This is an optimization exercise on Yosys and OpenROAD, whose aim is small area, not a production implementation.
In this exercise RTL edits were held to simulation tests only and were not proved equivalent to the original.
The clock input has no modelled driver; a real chip could not lean on it and would need a root buffer or a full tree.
Power figures rest on the tool's default switching activity, not on a simulated workload.

==> inputs of raven <==
Design EF_PSRAM_CTRL_ahbl, start of the top module:
module EF_PSRAM_CTRL_ahbl (
    input   wire            HCLK,
    input   wire            HRESETn,
    input   wire            HSEL,
    input   wire [31:0]     HADDR,
    input   wire [31:0]     HWDATA,
    input   wire [1:0]      HTRANS,
    input   wire [2:0]      HSIZE,
    input   wire            HWRITE,
    input   wire            HREADY,
    output  wire            HREADYOUT,
    output  wire [31:0]     HRDATA,
    output  wire            sck,
    output  wire            ce_n,
    input   wire [3:0]      din,
    output  wire [3:0]      dout,
    output  wire [3:0]      douten
);
==> module EF_PSRAM_CTRL_ahbl, before the edit <==
module EF_PSRAM_CTRL_ahbl (
    input   wire            HCLK,
    input   wire            HRESETn,
    input   wire            HSEL,
    input   wire [31:0]     HADDR,
    input   wire [31:0]     HWDATA,
    input   wire [1:0]      HTRANS,
    input   wire [2:0]      HSIZE,
    input   wire            HWRITE,
    input   wire            HREADY,
    output  wire            HREADYOUT,
    output  wire [31:0]     HRDATA,
    output  wire            sck,
    output  wire            ce_n,
    input   wire [3:0]      din,
    output  wire [3:0]      dout,
    output  wire [3:0]      douten
);
    reg [5:0]   qn;          
    wire [5:0]  q = ~qn;
    reg         wr;          
    reg         sz1;         
    reg         szs;         
    reg [31:0]  sr;          
    wire [4:0]  u       = q[5:1];
    wire        start   = HTRANS[1] & HSEL & HREADY;
    assign HREADYOUT = q[0] & u[4] & (wr ? u[0] : u[3]) &
                       (sz1 | (u[1] & (szs | u[2])));
    always @(posedge HCLK or negedge HRESETn)
        if (!HRESETn)
            qn <= 6'd0;
        else if (HREADYOUT)
            qn <= start ? 6'd60 : 6'd0;
        else
            qn <= qn - 6'd1;
    always @(posedge HCLK)
        if (HREADY) begin
            wr  <= HWRITE;
            sz1 <= (HSIZE == 3'd0);
            szs <= (HSIZE == 3'd0) | (HSIZE == 3'd1);
        end
    wire        shift = q[0] & (u[4] | (u[3] & (u[2] | u[1])));
    wire        in3   = szs & u[4];
    wire        in1   = sz1 & u[4];
    wire [31:0] sr_sh = { din,
                          sr[31:20],
                          in3 ? din : sr[19:16],
                          sr[15:12],
                          in1 ? din : sr[11:8],
                          sr[7:4] };
    wire        ld      = start & HREADYOUT;
    wire        sh_only = shift & ~ld;
    wire        hold    = ~(shift | ld);
    wire [23:0] addr_n  = {HADDR[3:0], HADDR[7:4], HADDR[11:8],
                           HADDR[15:12], HADDR[19:16], HADDR[23:20]};
    always @(posedge HCLK)
        sr[23:0] <= ({24{ld}} & addr_n) | ({24{sh_only}} & sr_sh[23:0]) |
                    ({24{hold}} & sr[23:0]);
    always @(posedge HCLK)
        if (shift)
            sr[31:24] <= sr_sh[31:24];
    genvar i;
    generate
        for (i = 0; i < 4; i = i + 1) begin : g_rd
            assign HRDATA[8*i+7:8*i+4] = sr[8*i+3:8*i];
            assign HRDATA[8*i+3:8*i]   = sr[8*i+7:8*i+4];
        end
    endgenerate
    reg  [3:0]  wnib;
    always @*
        case (u[2:0])
            3'd0:    wnib = HWDATA[7:4];
            3'd1:    wnib = HWDATA[3:0];
            3'd2:    wnib = HWDATA[15:12];
            3'd3:    wnib = HWDATA[11:8];
            3'd4:    wnib = HWDATA[23:20];
            3'd5:    wnib = HWDATA[19:16];
            3'd6:    wnib = HWDATA[31:28];
            default: wnib = HWDATA[27:24];
        endcase
    wire [7:0]  cmd     = wr ? 8'h38 : 8'heb;
    wire [2:0]  cidx    = 3'd1 - u[2:0];
    wire        p_cmd   = ~u[4] & (~u[3] | ~(u[2] | u[1]));
    assign sck      = q[0];
    assign ce_n     = (u[4:1] == 4'd0) | (u == 5'd31);
    assign dout     = p_cmd ? {3'b000, cmd[cidx]} :
                      u[4]  ? wnib :
                      sr[3:0];
    assign douten   = {4{wr | ~u[4]}};
endmodule
clock: 10.0 ns
lec_check: 0
cap_margin: 20
core_margin: 2
core_utilization: 60
slew_margin: 20
buffer_ports_args: -buffer_cell sky130_fd_sc_hd__buf_1
cts_args: -sink_clustering_enable -repair_clock_nets -dont_use_dummy_load -root_buf sky130_fd_sc_hd__clkbuf_4 -buf_list sky130_fd_sc_hd__clkbuf_4
post_cts_tcl: /design/flow/flow/noroot.tcl
standard.sh (not shown) runs the stock make flow with config.mk's settings and CLKGATE_MAP_FILE= SYNTH_SCRIPT=/design/flow/synth_recipe.tcl, a recipe that flattens the netlist after the stock synthesis.
==> flow/flow/run.sh <==
#!/bin/bash
# The standard layout with these changes to how it is made:
#  - synthesis maps the logic with an area-oriented ABC script (flow/area.abc)
#    in place of ORFS's speed script; everything else in the synthesis is
#    synth_recipe.tcl as given (same flip-flop mapping, flattening, renaming);
#  - the port buffers are sky130_fd_sc_hd__buf_1 (buffer_ports -buffer_cell);
set -euo pipefail
W=$(pwd)
ABC_SCRIPT="$W/flow/area.abc"
sed "s|log_cmd abc {\*}\$abc_args|log_cmd abc {*}[lreplace \$abc_args 1 1 $ABC_SCRIPT]|" \
    "$FLOW_HOME/scripts/synth.tcl" > "$W/synth_area.tcl"
grep -q "$ABC_SCRIPT" "$W/synth_area.tcl"
sed "s|source \$::env(SCRIPTS_DIR)/synth.tcl|source $W/synth_area.tcl|" \
    "$W/synth_recipe.tcl" > "$W/own_synth.tcl"
grep -q "$W/synth_area.tcl" "$W/own_synth.tcl"
cat >> config.mk <<EOT
export BUFFER_PORTS_ARGS = -buffer_cell sky130_fd_sc_hd__buf_1
export CTS_ARGS = -sink_clustering_enable -repair_clock_nets -dont_use_dummy_load -root_buf sky130_fd_sc_hd__clkbuf_4 -buf_list sky130_fd_sc_hd__clkbuf_4
export POST_CTS_TCL = $W/flow/noroot.tcl
EOT
bash standard.sh SYNTH_SCRIPT="$W/own_synth.tcl" finish > make.log 2>&1
==> flow/flow/area.abc <==
strash
dch
amap
topo
==> flow/flow/noroot.tcl <==
set block [ord::get_db_block]
set port_net [[$block findBTerm HCLK] getNet]
set roots {}
foreach it [$port_net getITerms] { lappend roots [$it getInst] }
if {[llength $roots] == 1} {
  set root [lindex $roots 0]
  set out ""
  foreach it [$root getITerms] {
    if {[[$it getMTerm] getIoType] == "OUTPUT"} { set out [$it getNet] }
  }
  set sinks {}
  foreach it [$out getITerms] {
    if {[$it getInst] != $root} { lappend sinks $it }
  }
  set ok [expr {[llength $sinks] <= 4}]
  foreach it $sinks {
    if {![string match "sky130_fd_sc_hd__clkbuf_*" [[[$it getInst] getMaster] getName]]} { set ok 0 }
  }
  if {$ok} {
    foreach it $sinks { $it disconnect; $it connect $port_net }
    puts "noroot: removed [$root getName], [llength $sinks] leaf buffers now on the clock port"
    odb::dbInst_destroy $root
    odb::dbNet_destroy $out
  } else {
    puts "noroot: root buffer kept"
  }
}
==> yarrow: changes against raven <==
--- a/flow/design.v
+++ b/flow/design.v
@@ -52,14 +52,15 @@
                           sr[7:4] };
     wire        ld      = start & HREADYOUT;
-    wire        sh_only = shift & ~ld;
+    wire        ldw     = wr & q[0] & (u == 5'd15);
+    wire        sh_only = shift & ~ld & ~ldw;
     wire        hold    = ~(shift | ld);
     wire [23:0] addr_n  = {HADDR[3:0], HADDR[7:4], HADDR[11:8],
                            HADDR[15:12], HADDR[19:16], HADDR[23:20]};
+    wire [31:0] wdat_n  = {HWDATA[27:24], HWDATA[31:28], HWDATA[19:16],
+                           HWDATA[23:20], HWDATA[11:8], HWDATA[15:12],
+                           HWDATA[3:0], HWDATA[7:4]};
     always @(posedge HCLK)
-        sr[23:0] <= ({24{ld}} & addr_n) | ({24{sh_only}} & sr_sh[23:0]) |
-                    ({24{hold}} & sr[23:0]);
-    always @(posedge HCLK)
-        if (shift)
-            sr[31:24] <= sr_sh[31:24];
+        sr <= ({32{ld}} & {8'h00, addr_n}) | ({32{ldw}} & wdat_n) |
+              ({32{sh_only}} & sr_sh) | ({32{hold}} & sr);
     genvar i;
     generate
@@ -69,16 +70,4 @@
         end
     endgenerate
-    reg  [3:0]  wnib;
-    always @*
-        case (u[2:0])
-            3'd0:    wnib = HWDATA[7:4];
-            3'd1:    wnib = HWDATA[3:0];
-            3'd2:    wnib = HWDATA[15:12];
-            3'd3:    wnib = HWDATA[11:8];
-            3'd4:    wnib = HWDATA[23:20];
-            3'd5:    wnib = HWDATA[19:16];
-            3'd6:    wnib = HWDATA[31:28];
-            default: wnib = HWDATA[27:24];
-        endcase
     wire [7:0]  cmd     = wr ? 8'h38 : 8'heb;
     wire [2:0]  cidx    = 3'd1 - u[2:0];
@@ -87,5 +76,4 @@
     assign ce_n     = (u[4:1] == 4'd0) | (u == 5'd31);
     assign dout     = p_cmd ? {3'b000, cmd[cidx]} :
-                      u[4]  ? wnib :
                       sr[3:0];
     assign douten   = {4{wr | ~u[4]}};
--- a/flow/flow/run.sh
+++ b/flow/flow/run.sh
@@ -17,5 +17,5 @@
 export BUFFER_PORTS_ARGS = -buffer_cell sky130_fd_sc_hd__buf_1
 export CTS_ARGS = -sink_clustering_enable -repair_clock_nets -dont_use_dummy_load -root_buf sky130_fd_sc_hd__clkbuf_4 -buf_list sky130_fd_sc_hd__clkbuf_4
-export POST_CTS_TCL = $W/flow/noroot.tcl
+export POST_CTS_TCL = $W/flow/clkbal.tcl
 EOT
 bash standard.sh SYNTH_SCRIPT="$W/own_synth.tcl" finish > make.log 2>&1
==> flow/flow/clkbal.tcl (new file) <==
set block [ord::get_db_block]
set port_net [[$block findBTerm HCLK] getNet]
set roots {}
foreach it [$port_net getITerms] { lappend roots [$it getInst] }
if {[llength $roots] == 1} {
  set root [lindex $roots 0]
  set out ""
  foreach it [$root getITerms] {
    if {[[$it getMTerm] getIoType] == "OUTPUT"} { set out [$it getNet] }
  }
  set sinks {}
  foreach it [$out getITerms] {
    if {[$it getInst] != $root} { lappend sinks $it }
  }
  set ok [expr {[llength $sinks] <= 4}]
  foreach it $sinks {
    if {![string match "sky130_fd_sc_hd__clkbuf_*" [[[$it getInst] getMaster] getName]]} { set ok 0 }
  }
  if {$ok} {
    foreach it $sinks { $it disconnect; $it connect $port_net }
    puts "clkbal: removed [$root getName], [llength $sinks] leaf buffers now on the clock port"
    odb::dbInst_destroy $root
    odb::dbNet_destroy $out
  } else {
    puts "clkbal: root buffer kept"
  }
}
# the leaves and their flip-flop clock pins
set leaves {}
foreach it [$port_net getITerms] {
  set inst [$it getInst]
  if {[string match "sky130_fd_sc_hd__clkbuf_*" [[$inst getMaster] getName]]} { lappend leaves $inst }
}
proc leaf_out {leaf} {
  foreach it [$leaf getITerms] {
    if {[[$it getMTerm] getIoType] == "OUTPUT"} { return [$it getNet] }
  }
}
set pins {}
set flat 1
foreach leaf $leaves {
  foreach it [[leaf_out $leaf] getITerms] {
    if {[$it getInst] == $leaf} continue
    if {[[[$it getInst] getMaster] getType] != "CORE"} { set flat 0 }
    set loc [[$it getInst] getLocation]
    lappend pins [list $it [lindex $loc 0] [lindex $loc 1]]
  }
}
if {[llength $leaves] == 4 && $flat} {
  set byx [lsort -integer -index 1 $pins]
  set h [expr {[llength $byx] / 2}]
  set groups {}
  foreach half [list [lrange $byx 0 [expr {$h - 1}]] [lrange $byx $h end]] {
    set byy [lsort -integer -index 2 $half]
    set k [expr {[llength $byy] / 2}]
    lappend groups [lrange $byy 0 [expr {$k - 1}]] [lrange $byy $k end]
  }
  # give each group the leaf nearest its centre
  set free $leaves
  foreach g $groups {
    set sx 0; set sy 0
    foreach p $g { incr sx [lindex $p 1]; incr sy [lindex $p 2] }
    set cx [expr {$sx / [llength $g]}]; set cy [expr {$sy / [llength $g]}]
    set best ""; set bd 0
    foreach leaf $free {
      set loc [$leaf getLocation]
      set d [expr {abs([lindex $loc 0] - $cx) + abs([lindex $loc 1] - $cy)}]
      if {$best == "" || $d < $bd} { set best $leaf; set bd $d }
    }
    set free [lsearch -all -inline -not -exact $free $best]
    set net [leaf_out $best]
    foreach p $g {
      set it [lindex $p 0]
      if {[$it getNet] != $net} { $it disconnect; $it connect $net }
    }
    $best setLocation $cx $cy
    puts "clkbal: [$best getName] drives [llength $g] flip-flops"
  }
  detailed_placement
}
estimate_parasitics -placement
set big [[ord::get_db] findMaster sky130_fd_sc_hd__clkbuf_8]
set changed 0
foreach leaf $leaves {
  set out [get_nets -of_objects [get_pins -of_objects [get_cells [$leaf getName]] -filter "direction==output"]]
  set mx 0.0
  foreach p [get_pins -of_objects $out -filter "direction==input"] {
    set s [get_property $p slew_max]
    if {$s > $mx} { set mx $s }
  }
  puts "clkbal: [$leaf getName] [[$leaf getMaster] getName] max clock-pin slew $mx ns"
  if {$mx > 0.112} {
    $leaf swapMaster $big
    set changed 1
    puts "clkbal: [$leaf getName] upsized to sky130_fd_sc_hd__clkbuf_8"
  }
}
if {$changed} {
  detailed_placement
  estimate_parasitics -placement
}
--- a/flow/config.mk
+++ b/flow/config.mk
@@ -8,7 +8,7 @@
 export CAP_MARGIN = 20
 export CORE_MARGIN = 2
-export CORE_UTILIZATION = 60
+export CORE_UTILIZATION = 50
 export SLEW_MARGIN = 20
 export BUFFER_PORTS_ARGS = -buffer_cell sky130_fd_sc_hd__buf_1
 export CTS_ARGS = -sink_clustering_enable -repair_clock_nets -dont_use_dummy_load -root_buf sky130_fd_sc_hd__clkbuf_4 -buf_list sky130_fd_sc_hd__clkbuf_4
-export POST_CTS_TCL = /design/flow/flow/noroot.tcl
+export POST_CTS_TCL = /design/flow/flow/clkbal.tcl
removed: flow/flow/noroot.tcl
==> garnet: changes against raven <==
--- a/flow/config.mk
+++ b/flow/config.mk
@@ -8,5 +8,5 @@
 export CAP_MARGIN = 20
 export CORE_MARGIN = 2
-export CORE_UTILIZATION = 60
+export CORE_UTILIZATION = 70
 export SLEW_MARGIN = 20
 export BUFFER_PORTS_ARGS = -buffer_cell sky130_fd_sc_hd__buf_1
==> summary of the runs <==
Of raven and yarrow, raven has the higher routed wire length (gap about 8%, measured against yarrow).
Utilization: yarrow is lower than raven (10 points).
Flip-flop and latch count is the same in yarrow and raven.
Of raven and yarrow, raven has the higher global-route usage (gap 5.0 points).
In critical path depth, yarrow and raven do not differ.
yarrow ran to the end with no violations. garnet died in 3_3_place_gp (GPL-0301). raven went through all stages and came out clean.
Between raven and yarrow, the lower clock skew is in yarrow (gap 0.018 ns).
==> figures <==
| item | yarrow | raven | garnet |
|---|---|---|---|
| Outcome | timing/DRC/antenna clean | timing/DRC/antenna clean | stopped before the end |
| Failing step | - | - | 3_3_place_gp |
| Die width | 63.9 um | 60.0 um | 55.8 um |
| VDD IR-drop max | 0.000156 V | 0.000188 V | - |
| Number of flip-flops under the largest register name | 32 | 32 | - |
| Number of enable-type register cells in the synthesized netlist | 3 | 11 | 11 |
| Count of final setup violators | 0 | 0 | - |
| GR Layer Usage met3 | 4.40% | 4.33% | - |
| Synth Area per Inst | 10.1 sq um | 9.64 sq um | 9.64 sq um |
| Area fraction in compound gates after synthesis | 36.0% | 29.1% | 29.1% |
| Worst setup path class | input port to register | input port to primary output | - |
| Routability Congestion | 0.847 | 0.911 | - |
| Power density of the placed cells | 318 nW/um^2 | 334 nW/um^2 | - |
| Count of filler cells inserted in the layout | 298 | 249 | - |
| Start point of the worst min-delay path | sr[0] | sr[29] | - |

[afterwards: timing with drivers on the ports]
How much do the figures lean on ideal ports? The routed layouts below were timed once more, with nothing changed but the port constraints. Step 1 sets driving cells, clkbuf_16 on the clock port and buf_2 on the other inputs (assumed; they add their load-dependent delay and slew). Step 2 times the ports against the registers' clock, not the clock port: input delays grow and output delays shrink by t, the midpoint of the rising clock arrivals with the driver on. Slacks: ideal / step 1 / step 2; pairs: ideal / step 1.
run | t (ns) | setup WS [ns] | worst setup path after step 2 | worst slew at a driven data input, ns | pins driven straight from the clock port
raven | 0.204 | 5.057 / 5.035 / 5.035 | input to output | 0.05 | 4
yarrow | 0.204 | 5.663 / 5.685 / 5.482 | input to register | 0.04 | 4
After both steps every run listed still meets setup and hold. The setup slack of yarrow, which loses most, moves by +0.022 ns with the drivers and by -0.181 ns with both steps.
